This is an optimization exercise on Yosys and OpenROAD, whose aim is small area, not a production implementation. Only simulation tests tie the RTL to the original design; equivalence was not proved. The clock port is modelled as an ideal driver, which makes a skipped or thinned clock tree look cheaper than it is; a real chip needs a root buffer or a tree. No activity file was given, so power comes from the tool's default toggle rates.

== the baseline ==
==> flow/design.v (excerpt) <==
module main(
	output [2:0] led,
	output [3:0] AN_out,
	output [6:0] CN_out,
	input clk, rst, clear, enter, change,
	input [3:0] switch
);
clock: 6.0 ns
lec_check: 0
abc_area: 1
cap_margin: 0
core_margin: 2
core_utilization: 60
gpl_timing_driven: 0
place_density: 0.75
slew_margin: 0
standard.sh (not shown) runs the stock make flow with config.mk's settings and CLKGATE_MAP_FILE= SYNTH_SCRIPT=/design/flow/synth_recipe.tcl, a recipe that flattens the netlist after the stock synthesis.
==> flow/flow/run.sh <==
#!/bin/bash
# Own layout flow: the standard flow (standard.sh) with these changes:
# - synthesis: no half/full-adder cell extraction (ADDER_MAP_FILE empty) and a
#   stronger area-oriented ABC script (flow/abc_area.script, used through a
#   copy of the ORFS scripts folder); registers and their names are unchanged;
# - ports are buffered with the smallest buffer cell;
# - clock tree: small buffers and no dummy loads.
set -euo pipefail
W=$(pwd)
rm -rf "$W/xscripts"
cp -r "$FLOW_HOME/scripts" "$W/xscripts"
cp "$W/flow/abc_area.script" "$W/xscripts/abc_area.script"
CTS="-sink_clustering_enable -repair_clock_nets -dont_use_dummy_load -buf_list sky130_fd_sc_hd__clkbuf_8"
bash "$W/standard.sh" SCRIPTS_DIR="$W/xscripts" ADDER_MAP_FILE= ABC_AREA=1 \
	BUFFER_PORTS_ARGS="-buffer_cell sky130_fd_sc_hd__buf_1" \
	CTS_ARGS="$CTS" finish > "$W/make_flow.log" 2>&1
==> flow/flow/abc_area.script <==
strash
&get -n
&fraig -x
&put
dc2
strash
&get -n
&deepsyn -T 120
&put
strash
&get -n
&dch -f
&nf -R 1000
&put
mfs2
strash
&get -n
&dch -f
&nf -R 1000
&put
mfs2
strash
&get -n
&dch -f
&nf -R 1000
&put
The baseline | stages: all done | timing, DRC, antenna: all pass
For the candidate, these inputs were changed with respect to the baseline:
--- a/flow/design.v
+++ b/flow/design.v
@@ -3,30 +3,31 @@
 	output [3:0] AN_out,
 	output [6:0] CN_out,
 	input clk, rst, clear, enter, change,
 	input [3:0] switch
 );
 	reg [5:0] d;
 	wire slow = (d == 6'd29);
 	wire fast = (d[1:0] == 2'b11);
 	always @(posedge clk or posedge rst)
 		if (rst) d <= 6'd62;
 		else d <= d + 1'b1;
-	reg e0, e1, e2, E;
-	reg [1:0] q0, q1, q2, qp;      
-	always @(posedge clk or posedge rst)
-		if (rst) begin e0 <= 0; e1 <= 0; e2 <= 0; E <= 0; end
-		else if (slow) begin e0 <= enter; e1 <= e0; e2 <= e1; E <= e1 & ~e2; end
+	reg e0, e1, e2, e3;
+	reg [1:0] q0, q1, q2, q3;      
+	always @(posedge clk or posedge rst)
+		if (rst) begin e0 <= 0; e1 <= 0; e2 <= 0; e3 <= 0; end
+		else if (slow) begin e0 <= enter; e1 <= e0; e2 <= e1; e3 <= e2; end
 	always @(posedge clk)
-		if (slow) begin q0 <= {change, clear}; q1 <= q0; q2 <= q1; qp <= q1 & ~q2; end
-	wire C = qp[0], G = qp[1];
+		if (slow) begin q0 <= {change, clear}; q1 <= q0; q2 <= q1; q3 <= q2; end
+	wire E = e2 & ~e3;
+	wire C = q2[0] & ~q3[0], G = q2[1] & ~q3[1];
 	localparam [2:0] S_I = 3'd0, S_L = 3'd1, S_EP = 3'd2, S_U = 3'd3,
 	                 S_CP = 3'd4, S_A = 3'd5, S_BD = 3'd6, S_LO = 3'd7;
 	localparam [3:0] M_CL0 = 4'b0000, M_CL2 = 4'b0001, M_CL6 = 4'b0010, M_CL7 = 4'b0011,
 	                 M_OPEN = 4'b1100, M_US = 4'b1101, M_LO = 4'b1110, M_BD = 4'b1111;
 	reg [2:0] state;
 	reg lf;
 	reg [2:0] cnt;
 	reg [4:0] th;
 	reg tb;
 	reg [3:0] tu;
 	reg [3:0] mode;
@@ -112,26 +113,26 @@
 				{th, tb, tu} <= {nth, ntb, ntu};
 				if (t360) state <= S_L;
 				if (t302) mode <= M_LO;
 			end
 			S_BD: begin
 				{th, tb, tu} <= {nth, ntb, ntu};
 				mode <= M_BD;
 				if (t321) state <= S_L;
 			end
 			endcase
 		end
-	always @(posedge clk)
-		if (slow) begin
-			if (state == S_I) passwd <= 16'h0000;
-			else if (state == S_BD) passwd <= 16'h3456;
+	always @(posedge clk or posedge rst)
+		if (rst) passwd <= 16'h0000;
+		else if (slow) begin
+			if (state == S_BD) passwd <= 16'h3456;
 			else if (state == S_CP && E && cnt == 3'd4) passwd <= inp;
 		end
 	wire wr = slow && (state == S_EP || state == S_CP) && !cnt[2];
 	always @(posedge clk) begin
 		if (wr && cnt[1:0] == 2'd0) inp[15:12] <= switch;
 		if (wr && cnt[1:0] == 2'd1) inp[11:8] <= switch;
 		if (wr && cnt[1:0] == 2'd2) inp[7:4] <= switch;
 		if (wr && cnt[1:0] == 2'd3) inp[3:0] <= switch;
 	end
 	localparam [4:0] G_L = 5'h10, G_P = 5'h11, G_N = 5'h12, G_V = 5'h13,
 	                 G_DASH = 5'h14, G_US = 5'h15, G_BL = 5'h16;
[summary]
The candidate went all the way through the flow, and no timing, DRC or antenna check failed. Looking at design area, the candidate sits about 0.45% below the baseline. The candidate vs. the baseline: final critical-path share of the clock period now larger, met2 wire length now larger, routed length on met1 now larger, count of flip-flops with a built-in enable after synthesis now smaller. The slowest stage cell on the critical path comes out sky130_fd_sc_hd__dfstp_2 in one run and sky130_fd_sc_hd__nor4b_1 in the other, namely in the candidate and the baseline respectively. Looking at multi-input gate share of total cell area, the candidate sits 1.1 points above the baseline. Delta (the candidate minus the baseline): power decreased by 1.3% relative to the old numbers, number of distinct library cells after synthesis decreased by 7 relative to the old numbers, worst setup slack decreased by 0.29 ns relative to the old numbers, number of cells traversed by the worst register-to-register path increased by 5 relative to the old numbers.


alpha:
Starting RTL as in the previous note.
export LEC_CHECK = 0
export ABC_AREA = 1
export CAP_MARGIN = 0
export CORE_MARGIN = 2
export CORE_UTILIZATION = 60
export GPL_TIMING_DRIVEN = 0
export PLACE_DENSITY = 0.75
export SLEW_MARGIN = 0
create_clock -name core_clock -period 6.0 [get_ports {clk}]
==> flow/flow/run.sh <==
#!/bin/bash
# Own layout flow: the standard flow (standard.sh) with these changes:
# - synthesis: no half/full-adder cell extraction (ADDER_MAP_FILE empty) and a
#   stronger area-oriented ABC script (flow/abc_area.script, used through a
#   copy of the ORFS scripts folder); registers and their names are unchanged;
# - ports are buffered with the smallest buffer cell;
# - clock tree: no dummy loads, and its 8 leaf buffers merged into 3
#   (flow/cts_merge.tcl, run after CTS).
set -euo pipefail
W=$(pwd)
rm -rf "$W/xscripts"
cp -r "$FLOW_HOME/scripts" "$W/xscripts"
cp "$W/flow/abc_area.script" "$W/xscripts/abc_area.script"
CTS="-sink_clustering_enable -repair_clock_nets -dont_use_dummy_load -buf_list sky130_fd_sc_hd__clkbuf_8"
bash "$W/standard.sh" SCRIPTS_DIR="$W/xscripts" ADDER_MAP_FILE= ABC_AREA=1 \
	BUFFER_PORTS_ARGS="-buffer_cell sky130_fd_sc_hd__buf_1" \
	CTS_ARGS="$CTS" POST_CTS_TCL="$W/flow/cts_merge.tcl" finish > "$W/make_flow.log" 2>&1
Scripts as last shown in full above: flow/flow/abc_area.script
Other scripts of this flow, unchanged in this note and not shown: flow/flow/cts_merge.tcl
diff inputs: alpha => beta
--- a/flow/design.v
+++ b/flow/design.v
@@ -4,28 +4,29 @@
 	output [6:0] CN_out,
 	input clk, rst, clear, enter, change,
 	input [3:0] switch
 );
 	reg [5:0] d;
 	wire slow = (d == 6'd29);
 	wire fast = (d[1:0] == 2'b11);
 	always @(posedge clk or posedge rst)
 		if (rst) d <= 6'd62;
 		else d <= d + 1'b1;
-	reg e0, e1, e2, E;
-	reg [1:0] q0, q1, q2, qp;      
-	always @(posedge clk or posedge rst)
-		if (rst) begin e0 <= 0; e1 <= 0; e2 <= 0; E <= 0; end
-		else if (slow) begin e0 <= enter; e1 <= e0; e2 <= e1; E <= e1 & ~e2; end
+	reg e0, e1, e2, e3;
+	reg [1:0] q0, q1, q2, q3;      
+	always @(posedge clk or posedge rst)
+		if (rst) begin e0 <= 0; e1 <= 0; e2 <= 0; e3 <= 0; end
+		else if (slow) begin e0 <= enter; e1 <= e0; e2 <= e1; e3 <= e2; end
 	always @(posedge clk)
-		if (slow) begin q0 <= {change, clear}; q1 <= q0; q2 <= q1; qp <= q1 & ~q2; end
-	wire C = qp[0], G = qp[1];
+		if (slow) begin q0 <= {change, clear}; q1 <= q0; q2 <= q1; q3 <= q2; end
+	wire E = e2 & ~e3;
+	wire C = q2[0] & ~q3[0], G = q2[1] & ~q3[1];
 	localparam [2:0] S_I = 3'd0, S_L = 3'd1, S_EP = 3'd2, S_U = 3'd3,
 	                 S_CP = 3'd4, S_A = 3'd5, S_BD = 3'd6, S_LO = 3'd7;
 	localparam [3:0] M_CL0 = 4'b0000, M_CL2 = 4'b0001, M_CL6 = 4'b0010, M_CL7 = 4'b0011,
 	                 M_OPEN = 4'b1100, M_US = 4'b1101, M_LO = 4'b1110, M_BD = 4'b1111;
 	reg [2:0] state;
 	reg lf;
 	reg [2:0] cnt;
 	reg [4:0] th;
 	reg tb;
 	reg [3:0] tu;
@@ -113,24 +114,24 @@
 				if (t360) state <= S_L;
 				if (t302) mode <= M_LO;
 			end
 			S_BD: begin
 				{th, tb, tu} <= {nth, ntb, ntu};
 				mode <= M_BD;
 				if (t321) state <= S_L;
 			end
 			endcase
 		end
-	always @(posedge clk)
-		if (slow) begin
-			if (state == S_I) passwd <= 16'h0000;
-			else if (state == S_BD) passwd <= 16'h3456;
+	always @(posedge clk or posedge rst)
+		if (rst) passwd <= 16'h0000;
+		else if (slow) begin
+			if (state == S_BD) passwd <= 16'h3456;
 			else if (state == S_CP && E && cnt == 3'd4) passwd <= inp;
 		end
 	wire wr = slow && (state == S_EP || state == S_CP) && !cnt[2];
 	always @(posedge clk) begin
 		if (wr && cnt[1:0] == 2'd0) inp[15:12] <= switch;
 		if (wr && cnt[1:0] == 2'd1) inp[11:8] <= switch;
 		if (wr && cnt[1:0] == 2'd2) inp[7:4] <= switch;
 		if (wr && cnt[1:0] == 2'd3) inp[3:0] <= switch;
 	end
 	localparam [4:0] G_L = 5'h10, G_P = 5'h11, G_N = 5'h12, G_V = 5'h13,
==> results.txt <==
Comparing alpha and beta, the higher setup slack of the critical path after layout is on alpha.
Compared beta vs alpha, and sequential standard cell area is down in beta.
Taking alpha as the reference, in beta largest incremental delay on the critical path decreased by 0.07 ns relative to the old numbers, post-synthesis simple-gate area fraction saw a decrease, power density of the placed cells roughly the same, power of the combinational group went up by 30%.
alpha has a lower final routed wirelength across all metal layers than beta.

[what the ideal ports hide]
The flow's constraints put no driver on any port. The routed layouts listed below were extracted and timed again, unchanged, in two steps. Step 1, drivers: a clkbuf_16 drives clk and a buf_2 each remaining input, both assumed. Step 2 times the ports against the registers' clock, not the clock port: input delays grow and output delays shrink by t, the midpoint of the rising clock arrivals with the driver on. a / b / c = ideal / step 1 / step 2; a / b = the first two.
run	shift t [ns]	setup slack, ns	slew at the worst register clock pin (ns)	cell pins on the clock port's net
the baseline	0.378	2.317 / 2.317 / 2.317	0.09 / 0.09	1
the candidate	0.374	2.022 / 2.022 / 2.022	0.09 / 0.09	1
alpha	0.350	2.240 / 2.240 / 2.240	0.12 / 0.12	1
beta	0.352	2.024 / 2.024 / 2.024	0.10 / 0.10	1
After both steps every run listed still meets setup and hold.
